This design comes from an exercise in tuning for small area and a short achievable clock period on the open sky130 flow, not from production work.
Only simulation tests tie the RTL to the original design; equivalence was not proved.
Power is estimated from default activity; no workload was simulated.

==> v7: inputs <==
==> flow/design.v (excerpt) <==
module rob(
    input clk,
    input reset,
    input logic [3:0] inserted,
    input logic [4:0] archReg0,
    input logic [7:0] physReg0,
    input logic [10:0] opcode0,
    input logic [4:0] archReg1,
    input logic [7:0] physReg1,
    input logic [10:0] opcode1,
    input logic [4:0] archReg2,
    input logic [7:0] physReg2,
    input logic [10:0] opcode2,
    input logic [4:0] archReg3,
    input logic [7:0] physReg3,
    input logic [10:0] opcode3,
    input logic flushInst,
    input logic [6:0] flushIndex,
    input logic exception,
    input logic [6:0] exceptionIndex,
    input logic [3:0] executed,
    input logic [6:0] executedIndex0,
    input logic [6:0] executedIndex1,
    input logic [6:0] executedIndex2,
    input logic [6:0] executedIndex3,
    output logic [2:0] numCommited,
    output logic [3:0] commitValid,
    output logic [4:0] commitArchReg0,
    output logic [7:0] commitPhysReg0,
    output logic [10:0] commitOpcode0,
    output logic [4:0] commitArchReg1,
    output logic [7:0] commitPhysReg1,
    output logic [10:0] commitOpcode1,
    output logic [4:0] commitArchReg2,
    output logic [7:0] commitPhysReg2,
    output logic [10:0] commitOpcode2,
    output logic [4:0] commitArchReg3,
    output logic [7:0] commitPhysReg3,
    output logic [10:0] commitOpcode3,
    output logic full
);
    logic [6:0] head, tail;
    logic [3:0] hhi1;           
    logic [7:0] count;
    logic full_r;               
    logic nfull_r;              
    logic fi;
    assign fi = ~nfull_r;
    logic [127:0][23:0] P;      
    logic [127:0] E, OK;        
    logic [3:0] FE, FOK;        
    logic [3:0][4:0] rq;        
    logic [3:0][3:0] rfa;       
    logic [3:0][7:0] rfb;       
    logic [3:0][23:0] din;
    assign din[0] = {archReg0, physReg0, opcode0};
    assign din[1] = {archReg1, physReg1, opcode1};
    assign din[2] = {archReg2, physReg2, opcode2};
    assign din[3] = {archReg3, physReg3, opcode3};
    logic [3:0][6:0] xidx;
    assign xidx[0] = executedIndex0;
    assign xidx[1] = executedIndex1;
    assign xidx[2] = executedIndex2;
    assign xidx[3] = executedIndex3;
    logic [4:0] N;              
    logic [3:0] T;              
    always_comb begin
        T[0] = FE[0];
        T[1] = FE[0] & FE[1];
        T[2] = FE[0] & FE[1] & FE[2];
        T[3] = FE[0] & FE[1] & FE[2] & FE[3];
        N[0] = ~FE[0];
  ...
export LEC_CHECK = 0
export CAP_MARGIN = 10
export CORE_MARGIN = 2
export CORE_UTILIZATION = 42
export PLACE_DENSITY = 0.55
export SLEW_MARGIN = 10
create_clock -name core_clock -period 12.0 [get_ports {clk}]
standard.sh (not shown) runs the stock make flow with config.mk's settings and CLKGATE_MAP_FILE= SYNTH_SCRIPT=/design/flow/synth_recipe.tcl, a recipe that flattens the netlist after the stock synthesis.
==> flow/flow/run.sh <==
#!/bin/bash
# The standard layout (standard.sh), with these changes to how it is made:
#  - timing repair aims at a setup slack of MARGIN ns instead of the default, so the
#    resizer keeps working on paths well inside the (unchanged) clock period;
#  - clock tree sinks are clustered in groups of up to 24 flip-flops, without dummy loads;
#  - the port buffers are plain buffers (buf_2), which the resizer can size, rather than
#    delay cells;
#  - before detailed placement, flow/pre_dp.tcl puts each flip-flop that drives an output
#    port buffer beside that buffer.
# The clock period and constraints are the design's; make's output goes to standard.log,
# each ORFS step's own log is under orfs/logs/.
set -euo pipefail
HERE=$(pwd)
MARGIN=8.1
CTS="-sink_clustering_enable -repair_clock_nets -sink_clustering_size 24 -sink_clustering_max_diameter 100 -dont_use_dummy_load"
bash standard.sh SETUP_SLACK_MARGIN=$MARGIN "CTS_ARGS=$CTS" \
  "BUFFER_PORTS_ARGS=-buffer_cell sky130_fd_sc_hd__buf_2" \
  PRE_DETAIL_PLACE_TCL=$HERE/flow/pre_dp.tcl finish > standard.log 2>&1
==> flow/flow/pre_dp.tcl <==
# Before detailed placement: put each flip-flop that drives an output port's buffer right
# beside that buffer, so the register-to-port wire is short. Detailed
# placement then legalizes the moved cells.
set block [ord::get_db_block]
set die [$block getDieArea]
set cx [expr {([$die xMin] + [$die xMax]) / 2}]
set cy [expr {([$die yMin] + [$die yMax]) / 2}]
set moved 0
foreach bt [$block getBTerms] {
  if {[$bt getIoType] != "OUTPUT"} { continue }
  set net [$bt getNet]
  if {$net == "NULL"} { continue }
  set buf ""
  foreach it [$net getITerms] { if {[$it isOutputSignal]} { set buf [$it getInst] } }
  if {$buf == ""} { continue }
  set in ""
  foreach it [$buf getITerms] { if {[$it isInputSignal]} { set in [$it getNet] } }
  if {$in == "" || $in == "NULL"} { continue }
  if {[llength [$in getBTerms]] != 0} { continue }
  set ff ""
  foreach it [$in getITerms] { if {[$it isOutputSignal]} { set ff [$it getInst] } }
  if {$ff == "" || ![[$ff getMaster] isSequential]} { continue }
  set bl [$buf getLocation]
  set bx [lindex $bl 0]; set by [lindex $bl 1]
  set dx [expr {$cx - $bx}]; set dy [expr {$cy - $by}]
  set d [expr {sqrt(double($dx*$dx + $dy*$dy))}]
  if {$d < 1} { set d 1 }
  set step 8000.0
  set nx [expr {int($bx + $dx / $d * $step)}]
  set ny [expr {int($by + $dy / $d * $step)}]
  $ff setLocation $nx $ny
  incr moved
}
puts "pre_dp: moved $moved output flip-flops beside their port buffers"
==> inputs of v22, as changes to v7 <==
--- a/flow/design.v
+++ b/flow/design.v
@@ -47,13 +47,12 @@
     logic nfull_r;              
     logic fi;
     assign fi = ~nfull_r;
     logic [127:0][23:0] P;      
     logic [127:0] E, OK;        
     logic [3:0] FE, FOK;        
-    logic [3:0][4:0] rq;        
     logic [3:0][3:0] rfa;       
     logic [3:0][7:0] rfb;       
     logic [3:0][23:0] din;
     assign din[0] = {archReg0, physReg0, opcode0};
     assign din[1] = {archReg1, physReg1, opcode1};
     assign din[2] = {archReg2, physReg2, opcode2};
@@ -74,13 +73,12 @@
         N[1] = T[0] & ~FE[1];
         N[2] = T[1] & ~FE[2];
         N[3] = T[2] & ~FE[3];
         N[4] = T[3];
     end
     logic [3:0] H;              
-    always_comb for (int b = 0; b < 4; b++) H[b] = (head[1:0] == 2'(b));
     logic [3:0] cvr;
     logic [2:0] ncr;
     logic [3:0][23:0] Oq;       
     assign commitValid = cvr;
     assign numCommited = ncr;
     assign full = full_r;
@@ -97,13 +95,12 @@
             4'b1111: M = 5'b10000;
             default: M = 5'b00100;
         endcase
         if (fi) M = 5'b00001;
     end
     logic [3:0] TL;             
-    always_comb for (int b = 0; b < 4; b++) TL[b] = (tail[1:0] == 2'(b));
     logic [3:0][3:0] wa;        
     logic [3:0][7:0] wb;        
     logic [3:0][23:0] wd;       
     logic [3:0][31:0] wsel;     
     always_comb begin
         for (int b = 0; b < 4; b++) begin
@@ -130,13 +127,13 @@
             AE[b] = 1'b0;
             AOK[b] = 1'b0;
             rdat[b] = 24'd0;
             for (int r = 0; r < 32; r++) begin
                 AE[b] = AE[b] | (rfa[b][r / 8] & rfb[b][r % 8] & E[4*r+b]);
                 AOK[b] = AOK[b] | (rfa[b][r / 8] & rfb[b][r % 8] & OK[4*r+b]);
-                rdat[b] = rdat[b] | ({24{rq[b] == 5'(r)}} & P[4*r+b]);
+                rdat[b] = rdat[b] | ({24{rfa[b][r / 8] & rfb[b][r % 8]}} & P[4*r+b]);
             end
         end
     end
     logic [7:0] SE, SOK;
     always_comb begin
         for (int j = 0; j < 4; j++) begin
@@ -296,23 +293,24 @@
         Oq <= O_n;
     end
     always_ff @(posedge clk) begin
         FOK <= FOK_n;
         if (!reset) begin
             head <= 7'd0;
+            H <= 4'b0001;
+            TL <= 4'b0001;
             hhi1 <= 4'd1;
             tail <= 7'd0;
             count <= 8'd0;
             full_r <= 1'b0;
             nfull_r <= 1'b1;
             wrh <= 8'b00001111;
             FE <= 4'd0;
             cvr <= 4'd0;
             ncr <= 3'd0;
             for (int b = 0; b < 4; b++) begin
-                rq[b] <= 5'd1;
                 rfa[b] <= 4'b0001;
                 rfb[b] <= 8'b00000010;
                 wa[b] <= 4'b0001;
                 wb[b] <= 8'b00000001;
             end
         end else begin
@@ -325,12 +323,23 @@
             for (int j = 0; j < 5; j++) begin
                 tn = tn | ({7{M[j]}} & tail_c[j]);
                 cn = cn | ({8{M[j]}} & count_c[j]);
                 fn = fn | (M[j] & full_c[j]);
             end
             tail <= tn;
+            for (int b = 0; b < 4; b++) begin
+                logic tl, hh;
+                tl = 1'b0;
+                hh = 1'b0;
+                for (int j = 0; j < 5; j++) begin
+                    tl = tl | (M[j] & TL[(b - j) & 3]);
+                    hh = hh | (N[j] & H[(b - j) & 3]);
+                end
+                TL[b] <= tl;
+                H[b] <= hh;
+            end
             count <= cn;
             full_r <= fn;
             nfull_r <= ~fn;
             begin
                 logic [7:0] wn;
                 wn = 8'd0;
@@ -356,13 +365,12 @@
                 if (adv) begin
                     wb[b] <= {wb[b][6:0], wb[b][7]};
                     if (wb[b][7]) wa[b] <= {wa[b][2:0], wa[b][3]};
                 end
             end
             for (int b = 0; b < 4; b++) begin
-                rq[b] <= rq[b] + {4'd0, retire_b[b]};
                 if (retire_b[b]) begin
                     rfb[b] <= {rfb[b][6:0], rfb[b][7]};
                     if (rfb[b][7]) rfa[b] <= {rfa[b][2:0], rfa[b][3]};
                 end
             end
         end
==> flow/flow/run.sh (replaced) <==
#!/bin/bash
# The standard layout (standard.sh), with these changes to how it is made:
#  - timing repair aims at a setup slack of MARGIN ns instead of the default, so the
#    resizer keeps working on paths well inside the (unchanged) clock period;
#  - clock tree sinks are clustered in groups of up to 24 flip-flops, without dummy loads;
#  - the port buffers are plain buffers (buf_2), which the resizer can size, rather than
#    delay cells;
#  - before detailed placement, flow/pre_dp.tcl puts each flip-flop that drives an output
#    port buffer beside that buffer;
#  - up to 15 rounds of antenna repair after detailed routing (default 5).
# The clock period and constraints are the design's; make's output goes to standard.log,
# each ORFS step's own log is under orfs/logs/.
set -euo pipefail
HERE=$(pwd)
MARGIN=8.4
CTS="-sink_clustering_enable -repair_clock_nets -sink_clustering_size 24 -sink_clustering_max_diameter 100 -dont_use_dummy_load"
bash standard.sh SETUP_SLACK_MARGIN=$MARGIN "CTS_ARGS=$CTS" \
  "BUFFER_PORTS_ARGS=-buffer_cell sky130_fd_sc_hd__buf_2" \
  PRE_DETAIL_PLACE_TCL=$HERE/flow/pre_dp.tcl MAX_REPAIR_ANTENNAS_ITER_DRT=15 finish > standard.log 2>&1
CAP_MARGIN = 20   (was 10)
SLEW_MARGIN = 20   (was 10)
==> inputs of v11, as changes to v7 <==
--- a/flow/design.v
+++ b/flow/design.v
@@ -74,13 +74,12 @@
         N[1] = T[0] & ~FE[1];
         N[2] = T[1] & ~FE[2];
         N[3] = T[2] & ~FE[3];
         N[4] = T[3];
     end
     logic [3:0] H;              
-    always_comb for (int b = 0; b < 4; b++) H[b] = (head[1:0] == 2'(b));
     logic [3:0] cvr;
     logic [2:0] ncr;
     logic [3:0][23:0] Oq;       
     assign commitValid = cvr;
     assign numCommited = ncr;
     assign full = full_r;
@@ -97,13 +96,12 @@
             4'b1111: M = 5'b10000;
             default: M = 5'b00100;
         endcase
         if (fi) M = 5'b00001;
     end
     logic [3:0] TL;             
-    always_comb for (int b = 0; b < 4; b++) TL[b] = (tail[1:0] == 2'(b));
     logic [3:0][3:0] wa;        
     logic [3:0][7:0] wb;        
     logic [3:0][23:0] wd;       
     logic [3:0][31:0] wsel;     
     always_comb begin
         for (int b = 0; b < 4; b++) begin
@@ -296,12 +294,14 @@
         Oq <= O_n;
     end
     always_ff @(posedge clk) begin
         FOK <= FOK_n;
         if (!reset) begin
             head <= 7'd0;
+            H <= 4'b0001;
+            TL <= 4'b0001;
             hhi1 <= 4'd1;
             tail <= 7'd0;
             count <= 8'd0;
             full_r <= 1'b0;
             nfull_r <= 1'b1;
             wrh <= 8'b00001111;
@@ -325,12 +325,23 @@
             for (int j = 0; j < 5; j++) begin
                 tn = tn | ({7{M[j]}} & tail_c[j]);
                 cn = cn | ({8{M[j]}} & count_c[j]);
                 fn = fn | (M[j] & full_c[j]);
             end
             tail <= tn;
+            for (int b = 0; b < 4; b++) begin
+                logic tl, hh;
+                tl = 1'b0;
+                hh = 1'b0;
+                for (int j = 0; j < 5; j++) begin
+                    tl = tl | (M[j] & TL[(b - j) & 3]);
+                    hh = hh | (N[j] & H[(b - j) & 3]);
+                end
+                TL[b] <= tl;
+                H[b] <= hh;
+            end
             count <= cn;
             full_r <= fn;
             nfull_r <= ~fn;
             begin
                 logic [7:0] wn;
                 wn = 8'd0;
==> flow/flow/run.sh (replaced) <==
#!/bin/bash
# The standard layout (standard.sh), with these changes to how it is made:
#  - timing repair aims at a setup slack of MARGIN ns instead of the default, so the
#    resizer keeps working on paths well inside the (unchanged) clock period;
#  - clock tree sinks are clustered in groups of up to 22 flip-flops, without dummy loads;
#  - the port buffers are plain buffers (buf_2), which the resizer can size, rather than
#    delay cells;
#  - before detailed placement, flow/pre_dp.tcl puts each flip-flop that drives an output
#    port buffer beside that buffer;
#  - up to 15 rounds of antenna repair after detailed routing (default 5).
# The clock period and constraints are the design's; make's output goes to standard.log,
# each ORFS step's own log is under orfs/logs/.
set -euo pipefail
HERE=$(pwd)
MARGIN=8.25
CTS="-sink_clustering_enable -repair_clock_nets -sink_clustering_size 22 -sink_clustering_max_diameter 100 -dont_use_dummy_load"
bash standard.sh SETUP_SLACK_MARGIN=$MARGIN "CTS_ARGS=$CTS" \
  "BUFFER_PORTS_ARGS=-buffer_cell sky130_fd_sc_hd__buf_2" \
  PRE_DETAIL_PLACE_TCL=$HERE/flow/pre_dp.tcl MAX_REPAIR_ANTENNAS_ITER_DRT=15 finish > standard.log 2>&1
CAP_MARGIN = 20   (was 10)
CORE_UTILIZATION = 45   (was 42)
PLACE_DENSITY = 0.58   (was 0.55)
SLEW_MARGIN = 20   (was 10)
==> notes.md <==
Result of the run: v7 complete, but fails checks; v11 timing/DRC/antenna clean; v22 timing/DRC/antenna clean
Violated checks: v7 antenna violations; v11 -; v22 -
Multi-input gate area in the final layout: v7 43400 µm²; v11 43000 µm²; v22 43400 µm²
Worst IR Drop VDD: v7 0.117 mV; v11 0.139 mV; v22 0.147 mV
Cell-internal power: v7 19.3 mW; v11 19.1 mW; v22 18.9 mW
Clock network contribution to total cell area: v7 2.80%; v11 2.96%; v22 2.74%
Die outline area: v7 355000 µm²; v11 331000 µm²; v22 355000 µm²
Number of multi-input combinational cells in the layout: v7 5962; v11 5986; v22 5976
Crit-path max FO: v7 13; v11 10; v22 11
1st-iter DRT viols: v7 24.2k; v11 22.1k; v22 20.6k
Signal inverters: v7 193; v11 198; v22 212
Via count of the first global-routing pass: v7 104k; v11 104k; v22 105k
Switching portion of total power: v7 29.7%; v11 28.6%; v22 28.6%
End of the worst register-to-register path: v7 wrh[5]; v11 ncr[0]; v22 ncr[1]
Final period util: v7 33.2%; v11 33.0%; v22 34.3%
Total routing usage reported by global routing: v7 37.6%; v11 38.8%; v22 37.5%
Worst clock skew: v7 0.137 ns; v11 0.0919 ns; v22 0.0801 ns

[static timing again, ports no longer ideal]
The results above use ideal ports. As a check the final layouts listed here were re-extracted and re-timed, cells and wires unchanged. Step 1: set_driving_cell puts a clkbuf_16 on clk and a buf_2 on each other input, an assumption about the parent block. Step 2 adds t to the input delays and takes it off the output delays; t is the mean of the earliest and latest rising clock arrival at the registers after step 1. Input paths then give back, and output paths get back, about the clock's delay inside the block. a / b / c = ideal ports / drivers / drivers and shift; a / b = the first two.
run | shift t [ns] | setup slack, ns | worst hold slack (ns) | clock arrival spread, ns | slew at the worst register clock pin (ns)
v7 | 1.022 | 8.010 / 7.972 / 7.083 | 0.470 / 0.470 / 0.470 | 0.151 / 0.152 | 0.11 / 0.11
v22 | 0.996 | 7.882 / 7.893 / 6.924 | 0.492 / 0.492 / 0.492 | 0.096 / 0.096 | 0.10 / 0.10
v11 | 1.004 | 8.043 / 8.043 / 7.148 | 0.491 / 0.491 / 0.491 | 0.095 / 0.095 | 0.10 / 0.10
The setup slack of v22, which loses most, moves by +0.011 ns with the drivers and by -0.958 ns with both steps.
